This design comes from an exercise in tuning for small area on the open sky130 flow, not from production work.
Function was checked by simulation only, so behaviour that the tests miss may differ from the original.

`design/flow/config.mk`:
```
export PLATFORM = sky130hd
export DESIGN_NAME = pid_periph
export DESIGN_NICKNAME = pid_periph
export VERILOG_FILES = /design/flow/design.v
export SDC_FILE = /design/flow/constraint.sdc
export NUM_CORES = 4
export LEC_CHECK = 0
export CAP_MARGIN = 20
export CORE_MARGIN = 2
export CORE_UTILIZATION = 75
export GPL_TIMING_DRIVEN = 0
export SLEW_MARGIN = 20
```
`design/flow/constraint.sdc`:
```
create_clock -name core_clock -period 10.0 [get_ports {clk}]
set_input_delay 2.0000 -clock core_clock [delete_from_list [all_inputs] [get_ports {clk}]]
set_output_delay 2.0000 -clock core_clock [all_outputs]
set_load 0.01 [all_outputs]
```
`design/flow/design.v`:
```
`timescale 1ns/1ps
module AXILiteS_s_axi_Reg_Interface (
    input  wire         ACLK,
    input  wire         ARESET,
    input  wire [7:0]   AWADDR,
    input  wire         AWVALID,
    output wire         AWREADY,
    input  wire [31:0]  WDATA,
    input  wire [3:0]   WSTRB,
    input  wire         WVALID,
    output wire         WREADY,
    output wire [1:0]   BRESP,
    output wire         BVALID,
    input  wire         BREADY,
    input  wire [7:0]   ARADDR,
    input  wire         ARVALID,
    output wire         ARREADY,
    output wire [31:0]  RDATA,
    output wire [1:0]   RRESP,
    output wire         RVALID,
    input  wire         RREADY,
    output reg  [383:0] regs_out,      
    output reg  [16:0]  reg13_out,
    output reg  [11:0]  duty_lo,       
    output reg          duty_z1,       
    output reg          duty_o1,       
    output reg          duty_z2,       
    output reg          duty_o2,       
    output reg          duty_z3,       
    output reg          duty_o3,       
    output reg          duty_s,        
    input  wire [31:0]  reg0_in,
    input  wire [31:0]  reg1_in,
    input  wire [31:0]  reg2_in,
    input  wire [31:0]  reg3_in,
    input  wire [31:0]  reg4_in,
    input  wire [31:0]  reg5_in,
    input  wire [31:0]  reg6_in,
    input  wire [31:0]  reg7_in
);
    reg aw_rdy, w_rdy, b_vld;
    reg ar_rdy, r_vld;
    reg [3:0]  waddr;    
    reg [31:0] rdata;
    assign AWREADY = aw_rdy;
    assign WREADY  = w_rdy;
    assign BVALID  = b_vld;
    assign BRESP   = 2'b00;
    assign ARREADY = ar_rdy;
    assign RVALID  = r_vld;
    assign RRESP   = 2'b00;
    assign RDATA   = rdata;
    always @(posedge ACLK) begin
        if (ARESET) begin
            aw_rdy <= 1'b0;
            w_rdy  <= 1'b0;
            b_vld  <= 1'b0;
            ar_rdy <= 1'b0;
            r_vld  <= 1'b0;
        end else begin
            aw_rdy <= (~aw_rdy & ~w_rdy & ~b_vld) | (aw_rdy & ~AWVALID) | (b_vld & BREADY);
            w_rdy  <= (aw_rdy & AWVALID) | (w_rdy & ~WVALID);
            b_vld  <= (w_rdy & WVALID) | (b_vld & ~BREADY);
            ar_rdy <= (~ar_rdy & ~r_vld) | (ar_rdy & ~ARVALID) | (r_vld & RREADY);
            r_vld  <= (ar_rdy & ARVALID) | (r_vld & ~RREADY);
        end
    end
    always @(posedge ACLK)
        if (aw_rdy)
            waddr <= (AWADDR[7:6] == 2'b00 && AWADDR[1:0] == 2'b00) ? AWADDR[5:2] : 4'd0;
    wire       rvalid_addr = (ARADDR[7:5] == 3'b100) && (ARADDR[1:0] == 2'b00);
    wire [7:0] rsel;
    genvar k;
    generate
        for (k = 0; k < 8; k = k + 1) begin : g_rsel
            assign rsel[k] = rvalid_addr & (ARADDR[4:2] == k);
        end
    endgenerate
    wire [31:0] rmux = ({32{rsel[0]}} & reg0_in) | ({32{rsel[1]}} & reg1_in) |
                       ({32{rsel[2]}} & reg2_in) | ({32{rsel[3]}} & reg3_in) |
                       ({32{rsel[4]}} & reg4_in) | ({32{rsel[5]}} & reg5_in) |
                       ({32{rsel[6]}} & reg6_in) | ({32{rsel[7]}} & reg7_in);
    always @(posedge ACLK)
        if (~r_vld)
            rdata <= rmux;
    wire        we = w_rdy & WVALID;
    wire [31:0] wd = WDATA & {32{~ARESET}};
    wire [3:0]  wb = (WSTRB & {4{we}}) | {4{ARESET}};
    wire [15:0] sel;
    genvar r, b;
    generate
        for (r = 0; r < 16; r = r + 1) begin : g_sel
            assign sel[r] = (waddr == r) | ARESET;
        end
        for (r = 1; r <= 12; r = r + 1) begin : g_reg
            for (b = 0; b < 4; b = b + 1) begin : g_byte
                always @(posedge ACLK)
                    if (sel[r] & wb[b])
                        regs_out[(r-1)*32 + b*8 +: 8] <= wd[b*8 +: 8];
            end
        end
    endgenerate
    wire sel13 = sel[13];
    always @(posedge ACLK) if (wb[0] & sel13) reg13_out[7:0]  <= wd[7:0];
    always @(posedge ACLK) if (wb[1] & sel13) reg13_out[15:8] <= wd[15:8];
    always @(posedge ACLK) if (wb[2] & sel13) reg13_out[16]   <= wd[16];
    wire sel14 = sel[14];
    always @(posedge ACLK) if (wb[0] & sel14) duty_lo[7:0] <= wd[7:0];
    always @(posedge ACLK)
        if (wb[1] & sel14) begin
            duty_lo[11:8] <= wd[11:8];
            duty_z1 <= ~|wd[15:12];
            duty_o1 <= &wd[15:12];
        end
    always @(posedge ACLK)
        if (wb[2] & sel14) begin
            duty_z2 <= ~|wd[23:16];
            duty_o2 <= &wd[23:16];
        end
    always @(posedge ACLK)
        if (wb[3] & sel14) begin
            duty_s  <= wd[31];
            duty_z3 <= ~|wd[30:24];
            duty_o3 <= &wd[30:24];
        end
endmodule
`timescale 1ns/1ps
module Quad_decoder (
    input  wire        clk, rst, A1, B1, A2, B2,
    output wire [31:0] count_out
);
    reg a1_ff1, a1_ff2, b1_ff1, b1_ff2;
    reg a2_ff1, a2_ff2, b2_ff1, b2_ff2;
    always @(posedge clk) begin
        a1_ff1 <= A1;  a1_ff2 <= a1_ff1;
        b1_ff1 <= B1;  b1_ff2 <= b1_ff1;
        a2_ff1 <= A2;  a2_ff2 <= a2_ff1;
        b2_ff1 <= B2;  b2_ff2 <= b2_ff1;
    end
    reg [1:0]  st1, st2;
    reg [15:0] cnt1, cnt2;
    wire step1 = a1_ff2 ^ b1_ff2 ^ st1[1] ^ st1[0];
    wire down1 = a1_ff2 ^ st1[0];
    wire step2 = a2_ff2 ^ b2_ff2 ^ st2[1] ^ st2[0];
    wire down2 = a2_ff2 ^ st2[0];
    always @(posedge clk) begin
        if (rst) begin st1 <= 2'b00; st2 <= 2'b00; end
        else begin st1 <= {a1_ff2, b1_ff2}; st2 <= {a2_ff2, b2_ff2}; end
    end
    wire [15:0] x1 = cnt1 ^ {16{down1}};
    wire [15:0] x2 = cnt2 ^ {16{down2}};
    wire [15:0] t1, t2;
    assign t1[0] = step1; assign t2[0] = step2;
    genvar i;
    generate for (i = 1; i < 16; i = i + 1) begin : g
        assign t1[i] = t1[i-1] & x1[i-1];
        assign t2[i] = t2[i-1] & x2[i-1];
    end endgenerate
    always @(posedge clk) begin
        if (rst) begin cnt1 <= 16'h8000; cnt2 <= 16'h8000; end
        else begin cnt1 <= cnt1 ^ t1; cnt2 <= cnt2 ^ t2; end
    end
    assign count_out = {cnt2, cnt1};
endmodule
`timescale 1ns/1ps
module pwm_generator (
    input  wire        clk,
    input  wire        rst,
    input  wire [11:0] duty_lo,
    input  wire        duty_z1, duty_o1, duty_z2, duty_o2, duty_z3, duty_o3,
    input  wire        duty_s,
    output wire        Dir_A,
    output reg         Dir_B,
    output reg         PWM_Out
);
    reg [11:0] cnt;
    reg [11:0] lim;
    reg        le;
    wire small_pos = duty_z1 & duty_z2 & duty_z3;    
    wire small_neg = duty_o1 & duty_o2 & duty_o3;    
    wire is_small  = duty_s ? small_neg : small_pos;
    wire [11:0] tog;
    wire [12:0] c;
    assign tog[0] = 1'b1;
    assign c[0]   = le;
    genvar i;
    generate
        for (i = 0; i < 12; i = i + 1) begin : g_bit
            if (i > 0) begin : g_tog
                assign tog[i] = tog[i-1] & cnt[i-1];
            end
            assign c[i+1] = (lim[i] & ~cnt[i]) | (c[i] & (lim[i] | ~cnt[i]));
        end
    endgenerate
    assign Dir_A = ~Dir_B & (le | (|lim));
    always @(posedge clk) begin
        if (rst) begin
            cnt     <= 12'd0;
            lim     <= 12'd0;
            le      <= 1'b0;
            Dir_B   <= 1'b0;
            PWM_Out <= 1'b0;
        end else begin
            cnt <= cnt ^ tog;
            if (cnt == 12'd0) begin
                Dir_B <= duty_s;
                lim   <= (duty_lo ^ {12{duty_s}}) | {12{~is_small}};
                le    <= duty_s | ~small_pos;
            end
            PWM_Out <= c[12];
        end
    end
endmodule
`timescale 1ns/1ps
module custom_bram_controller (
    input  wire        clk,
    input  wire        rst,
    output wire        enb,
    output wire        capture,     
    output wire [31:0] addrb,
    output wire [31:0] dinb,
    output wire [3:0]  web,
    output wire        rstb
);
    reg [4:0] ring;
    always @(posedge clk) begin
        if (rst)
            ring <= 5'd0;
        else
            ring <= {ring[3:0], ~(ring[4] | ring[3])};
    end
    assign enb     = ring[1] & ~ring[2];
    assign capture = ring[1] & ~ring[2];
    assign addrb   = 32'd0;
    assign dinb    = 32'd0;
    assign web     = 4'd0;
    assign rstb    = rst;
endmodule
`timescale 1ns/1ps
module slot0_reader (
    input  wire        clk,
    input  wire        rst,
    input  wire [15:0] doutb_hi,
    input  wire        capture,
    output reg  [15:0] slot0_hi
);
    reg [15:0] sample;
    always @(posedge clk)
        sample <= doutb_hi;
    always @(posedge clk) begin
        if (rst)
            slot0_hi <= 16'd0;
        else if (capture)
            slot0_hi <= sample;
    end
endmodule
`timescale 1ns/1ps
module split32 (
    input  wire [16:0] data_in,
    output wire [16:0] data_out
);
    assign data_out = data_in;
endmodule
module led_driver (
    input  wire [15:0] data_in,
    output wire [15:0] led_16bits_tri_o
);
    assign led_16bits_tri_o = data_in;
endmodule
`timescale 1ns/1ps
module pid_periph (
    input  wire        clk,
    input  wire        rst,             
    input  wire [7:0]  AWADDR,
    input  wire        AWVALID,
    output wire        AWREADY,
    input  wire [31:0] WDATA,
    input  wire [3:0]  WSTRB,
    input  wire        WVALID,
    output wire        WREADY,
    output wire [1:0]  BRESP,
    output wire        BVALID,
    input  wire        BREADY,
    input  wire [7:0]  ARADDR,
    input  wire        ARVALID,
    output wire        ARREADY,
    output wire [31:0] RDATA,
    output wire [1:0]  RRESP,
    output wire        RVALID,
    input  wire        RREADY,
    output wire [31:0] mac_sub_a,
    output wire [31:0] mac_sub_b,
    output wire [31:0] mac_sub_c,
    output wire [31:0] mac_add_a,
    output wire [31:0] mac_add_b,
    output wire [31:0] mac_add_c,
    output wire [31:0] mul_a,
    output wire [31:0] mul_b,
    output wire [31:0] add_a,
    output wire [31:0] add_b,
    output wire [31:0] sub_a,
    output wire [31:0] sub_b,
    output wire [16:0] fpu_ctrl,
    input  wire [31:0] mac_sub_r,
    input  wire [31:0] mac_add_r,
    input  wire [31:0] mul_r,
    input  wire [31:0] add_r,
    input  wire [31:0] sub_r,
    input  wire [16:0] fpu_status,
    input  wire        A1,
    input  wire        B1,
    input  wire        A2,
    input  wire        B2,
    output wire        Dir_A,
    output wire        Dir_B,
    output wire        PWM_Out,
    output wire [31:0] addrb,
    output wire [31:0] dinb,
    input  wire [31:0] doutb,
    output wire        enb,
    output wire        rstb,
    output wire [3:0]  web,
    output wire [15:0] led
);
    wire [383:0] regs_out;
    wire [16:0]  reg13_out;
    wire [11:0]  duty_lo;
    wire         duty_z1, duty_o1, duty_z2, duty_o2, duty_z3, duty_o3, duty_s;
    wire [31:0]  quad_count;
    AXILiteS_s_axi_Reg_Interface u_regs (
        .ACLK      (clk),
        .ARESET    (rst),
        .AWADDR    (AWADDR),
        .AWVALID   (AWVALID),
        .AWREADY   (AWREADY),
        .WDATA     (WDATA),
        .WSTRB     (WSTRB),
        .WVALID    (WVALID),
        .WREADY    (WREADY),
        .BRESP     (BRESP),
        .BVALID    (BVALID),
        .BREADY    (BREADY),
        .ARADDR    (ARADDR),
        .ARVALID   (ARVALID),
        .ARREADY   (ARREADY),
        .RDATA     (RDATA),
        .RRESP     (RRESP),
        .RVALID    (RVALID),
        .RREADY    (RREADY),
        .regs_out  (regs_out),
        .reg13_out (reg13_out),
        .duty_lo   (duty_lo),
        .duty_z1   (duty_z1),
        .duty_o1   (duty_o1),
        .duty_z2   (duty_z2),
        .duty_o2   (duty_o2),
        .duty_z3   (duty_z3),
        .duty_o3   (duty_o3),
        .duty_s    (duty_s),
        .reg0_in   (32'hBEEFBABE),
        .reg1_in   (mac_sub_r),
        .reg2_in   (mac_add_r),
        .reg3_in   (mul_r),
        .reg4_in   (add_r),
        .reg5_in   (sub_r),
        .reg6_in   ({15'd0, fpu_status}),
        .reg7_in   (quad_count)
    );
    assign {sub_b, sub_a, add_b, add_a, mul_b, mul_a,
            mac_add_c, mac_add_b, mac_add_a, mac_sub_c, mac_sub_b, mac_sub_a} = regs_out;
    split32 u_split (
        .data_in  (reg13_out),
        .data_out (fpu_ctrl)
    );
    Quad_decoder u_quad (
        .clk       (clk),
        .rst       (rst),
        .A1        (A1),
        .B1        (B1),
        .A2        (A2),
        .B2        (B2),
        .count_out (quad_count)
    );
    pwm_generator u_pwm (
        .clk     (clk),
        .rst     (rst),
        .duty_lo (duty_lo),
        .duty_z1 (duty_z1),
        .duty_o1 (duty_o1),
        .duty_z2 (duty_z2),
        .duty_o2 (duty_o2),
        .duty_z3 (duty_z3),
        .duty_o3 (duty_o3),
        .duty_s  (duty_s),
        .Dir_A   (Dir_A),
        .Dir_B   (Dir_B),
        .PWM_Out (PWM_Out)
    );
    wire        capture;
    wire [15:0] slot0_hi;
    custom_bram_controller u_bram (
        .clk     (clk),
        .rst     (rst),
        .enb     (enb),
        .capture (capture),
        .addrb   (addrb),
        .dinb    (dinb),
        .web     (web),
        .rstb    (rstb)
    );
    slot0_reader u_slot0 (
        .clk      (clk),
        .rst      (rst),
        .doutb_hi (doutb[31:16]),
        .capture  (capture),
        .slot0_hi (slot0_hi)
    );
    led_driver u_led (
        .data_in          (slot0_hi),
        .led_16bits_tri_o (led)
    );
endmodule
```
`design/flow/flow/run.sh`:
```
#!/bin/bash
# The standard layout with these changes:
# - synthesis maps logic with an area-oriented ABC script (flow/abc.script)
#   instead of ORFS's delay-oriented one; everything else in synthesis,
#   including flip-flop mapping and naming, is ORFS's own script unchanged;
# - the smallest buffer (buf_1) on every port;
# - a smaller clock tree (clkbuf_8, small sink clusters, no dummy loads);
# - pins may sit one track apart;
# - constant outputs share their tie cells;
# - placement is not timing driven, so synthesis buffers are removed by a
#   hook (flow/pre_gpl.tcl) before global placement, as timing-driven
#   placement would.
set -euo pipefail
WORK="$PWD"
rm -rf "$WORK/scripts"
cp -r "$FLOW_HOME/scripts" "$WORK/scripts"
cp "$WORK/flow/abc.script" "$WORK/scripts/abc_speed.script"
export SCRIPTS_DIR="$WORK/scripts"
export BUFFER_PORTS_ARGS="-buffer_cell sky130_fd_sc_hd__buf_1"
export CTS_ARGS="-sink_clustering_enable -repair_clock_nets -dont_use_dummy_load -buf_list sky130_fd_sc_hd__clkbuf_8 -sink_clustering_size 15 -sink_clustering_max_diameter 60"
export PLACE_PINS_ARGS="-min_distance 1 -min_distance_in_tracks"
export SKIP_REPAIR_TIE_FANOUT=1
export PRE_GLOBAL_PLACE_TCL="$WORK/flow/pre_gpl.tcl"
bash standard.sh > standard.log 2>&1
```
`design/flow/flow/abc.script`:
```
&get -n
&st
&dc2
&dch -f
&nf -a -p -R 1000
&put
```
`design/flow/flow/pre_gpl.tcl`:
```
remove_buffers
```
`design/flow/standard.sh`:
```
#!/bin/bash
# synth_recipe.tcl (not shown) runs the flow's synth.tcl, then flattens the netlist and writes it again
# the make line also repeats each setting of config.mk as NAME=value (left out here)
make -C /OpenROAD-flow-scripts/flow DESIGN_CONFIG=/design/flow/config.mk WORK_HOME=/design/flow/orfs CLKGATE_MAP_FILE= SYNTH_SCRIPT=/design/flow/synth_recipe.tcl "${@:-finish}"
```
==> results.json <==
{
  "clk_pin_slew_worst_paths_ns": 0.10,
  "max_clock_freq_mhz": 212,
  "wire_length_of_the_first_global_routing_pass_um": 86200,
  "drt-total-wl_um": 60500,
  "rows": 60,
  "critical_path.max_fanout": 20,
  "cts_num_sinks": 569,
  "timing_worst_slew_pin_value_ns": 1.26,
  "detail_route.drc_violations": 0,
  "grt_pass1_vias": 14097,
  "crit_type": "primary input to output pin",
  "ys_warn_count": 5,
  "power.leakage_nw": 7.93,
  "synth-seq-cells": 569,
  "synth_enable_flop_cells": 456,
  "max-cap-violations": 0,
  "grt_setup_unrepaired": "false",
  "drive_above_1_share": 0.0425,
  "final.setup_skew_ns": 0.0440,
  "grt_max_degree": 73,
  "cts_htree_levels": 2,
  "hold_path_startpoint": "u_quad.b2_ff1",
  "mostFrequentLayoutCells": "sky130_fd_sc_hd__buf_1, sky130_fd_sc_hd__edfxtp_1, sky130_fd_sc_hd__dfxtp_1",
  "worstSetupStartpointType": "primary input",
  "coreArea_um2": 26700,
  "postSynthAreaPerCell_um2": 16.0,
  "finalNonFillerCells": 2294,
  "area_added_between_synthesis_and_finish_pct": 16.8,
  "placed_cells": 2250,
  "cp_data_required_time_ns": 8.00,
  "min_to": "u_quad.b2_ff2",
  "post_cts_gate_resize_count": 0,
  "tightest_hold_check_type": "flop to flop",
  "ir_worst_vdd_uv": 161,
  "grt.total_usage": 0.418,
  "fin_ws_ns": 5.29,
  "fin_worst_hold_slack_ns": 0.326,
  "synth_area_leader_cell": "sky130_fd_sc_hd__edfxtp_1",
  "post_cts_hold_buffer_count": 0,
  "ioPinCount": 803,
  "report.final.slew_viol_count": 0,
  "dpl-instance-area_um2": 23000,
  "synth_top_flop_cell": "sky130_fd_sc_hd__edfxtp_1",
  "setup.worst_path.start": "rst",
  "syn_area_um2": 20200,
  "path_cells": "buf_2, buf_1",
  "yosysSeqAreaShare": 0.791,
  "syn-instance-count": 1260,
  "fillerInstances": 1147,
  "die_w_um": 168,
  "layout_min_cycle_time_ns": 4.71,
  "drt-wirelength-per-cell_um": 26.4,
  "hold_viol": 0,
  "synthArstFlopShare": 0,
  "clkLatencyLatePin_ns": 0.59,
  "ff_latch_area_um2": 16000,
  "critical_path_cell_count": 2,
  "root_buffer": "sky130_fd_sc_hd__clkbuf_8",
  "drtIter0Drc": 1878,
  "min_delay_path_depth": 0,
  "fp.dieArea_um2": 28200,
  "post-cts-setup-buffers": 0,
  "r2r_cells": 13,
  "clock_tree_from_tritoncts": "yes",
  "crit_path_top_delay_cell": "sky130_fd_sc_hd__buf_2",
  "synth_fp_nets": 1543,
  "finalWeightedCongestion": 0.912,
  "pre_cts_ws_ns": 5.34,
  "dp_hpwl_um": 41700,
  "route.detailed.vias_per_inst": 6.46,
  "antenna_violations_before_repair": 1,
  "floorplan.initialDensity": 0.757,
  "final_core_util": 0.884,
  "crit_arrival_ns": 2.71,
  "status": "timing/DRC/antenna clean",
  "vias": 14823,
  "period_share": 0.471,
  "timing.critical_path.max_delay_family": "buffers and inverters",
  "totalPowerFinal_mw": 4.26,
  "num-nets-final": 2237,
  "rr_endpoint": "u_quad.cnt1[15]",
  "total_area_of_multi_input_combinational_cells_um2": 3740,
  "yosys.cell_types.count": 40,
  "slew-limit-headroom": 0.160,
  "port-buffer-count": 714,
  "power_per_unit_of_standard_cell_area_nw_per_um2": 181,
  "grt_overflow_total": 0,
  "setup.worst_path.end_class": "output pin",
  "die_height_um": 168,
  "fin_tns_setup_ns": 0,
  "cts-buffers-inserted": 43,
  "drt_pass_1_iters": 12,
  "timing.rr.start": "u_quad.a1_ff2",
  "fin_area_um2": 23600,
  "setup_violations": 0,
  "r2r_slack_ns": 5.95,
  "ys_top_cells_by_area": "sky130_fd_sc_hd__edfxtp_1, sky130_fd_sc_hd__dfxtp_1, sky130_fd_sc_hd__buf_4",
  "critPathMaxStageDelay_ns": 0.45,
  "mostFrequentLayoutCell": "sky130_fd_sc_hd__buf_1",
  "synth_top_area_share": 0.679,
  "post_route_ant_nets": 0,
  "worstPathBufferInverterCount": 2,
  "ctsLongestPathBuffers": 3
}
state kept, by name, indices dropped and copies added (netlist names), 2 cells and up:
| name | flops |
|---|---|
| u_regs.waddr | 4 |
| u_regs.reg13_out | 17 |
| u_quad.cnt1 | 16 |
| u_pwm.lim | 12 |
| u_regs.duty_lo | 12 |
| u_slot0.sample | 16 |
| u_pwm.cnt | 12 |
| u_quad.st1 | 2 |
| u_quad.st2 | 2 |
| u_quad.cnt2 | 16 |
| u_bram.ring | 5 |
| u_slot0.slot0_hi | 16 |
| u_regs.regs_out | 384 |
| u_regs.rdata | 32 |
report_power, final:
group          switching [mW]  total [mW]  internal (mW)
Clock                   0.669        1.06          0.387
Sequential             0.0649        2.77           2.70
Combinational           0.312       0.431          0.119
cell families after synthesis:
| group | Yosys count | synth area share |
|---|---|---|
| flops | 569 | 0.791 |
| simple gates | 338 | 0.0830 |
| compound gates | 205 | 0.0682 |
| buf+inv | 88 | 0.0300 |
| xor+xnor | 48 | 0.0208 |
| fa+ha+maj | 11 | 0.00682 |
| other cells | 1 | 0.000186 |
worst max path at each step:
stage / endpoint / slack, ns
after floorplan: u_regs.rdata[22] / 5.25
after global routing: rstb / 5.27
after CTS: rstb / 5.33
after detailed placement: rstb / 5.34
final: rstb / 5.29
after global placement: u_regs.regs_out[111] / 1.12
synth_stat cells, drive strengths merged (11+ instances only):
cell type,instances
ha,11
nand3,15
a22o,12
edfxtp,456
a222oi,25
nor2b,54
xor2,12
a31oi,11
clkinv,15
nor2,95
and3,17
o21ai,30
nand4,27
nand2,69
dfxtp,113
buf,73
nor3,21
xnor2,36
a21oi,67
a22oi,34
a221oi,13
layer usage:
| layer | vias to the layer above | wire length (um) | track usage |
|---|---|---|---|
| met5 | - | 0 | 0.00348 |
| met2 | 1433 | 28900 | 0.679 |
| li1 | 6093 | - | - |
| met4 | 0 | 4620 | 0.257 |
| met3 | 346 | 8020 | 0.134 |
| met1 | 6951 | 19000 | 0.493 |
layout make-up:
type / count / area share
Antenna cell: 1 / 0.000106
Tap cell: 341 / 0.0181
Clock buffer: 43 / 0.0251
Multi-Input combinational cell: 603 / 0.159
Timing Repair Buffer: 722 / 0.119
Inverter: 15 / 0.00239
Sequential cell: 569 / 0.677

port drivers added, routing unchanged:
Ports are ideal in the flow. The routed layout listed here was re-timed in OpenROAD.
Step 1 (the two cells are an assumption about what drives the block):
set clk [get_ports {clk}]
set_driving_cell -lib_cell sky130_fd_sc_hd__clkbuf_16 $clk
set_driving_cell -lib_cell sky130_fd_sc_hd__buf_2 [delete_from_list [all_inputs] $clk]
Step 2 adds t to the input delays and takes it off the output delays; t is the mean of the earliest and latest rising clock arrival at the registers after step 1. Input paths then give back, and output paths get back, about the clock's delay inside the block.
a / b / c = ideal ports / drivers / drivers and shift; a / b = the first two.
shift t [ns]: 0.619
setup slack, ns: 5.293 / 5.268 / 5.268
slew at the worst register clock pin (ns): 0.10 / 0.10
worst data-port slew with drivers (ns): 0.09
After both steps this run still meets setup and hold. For this run, drivers alone change the setup slack by -0.025 ns; drivers and shift together by -0.025 ns.
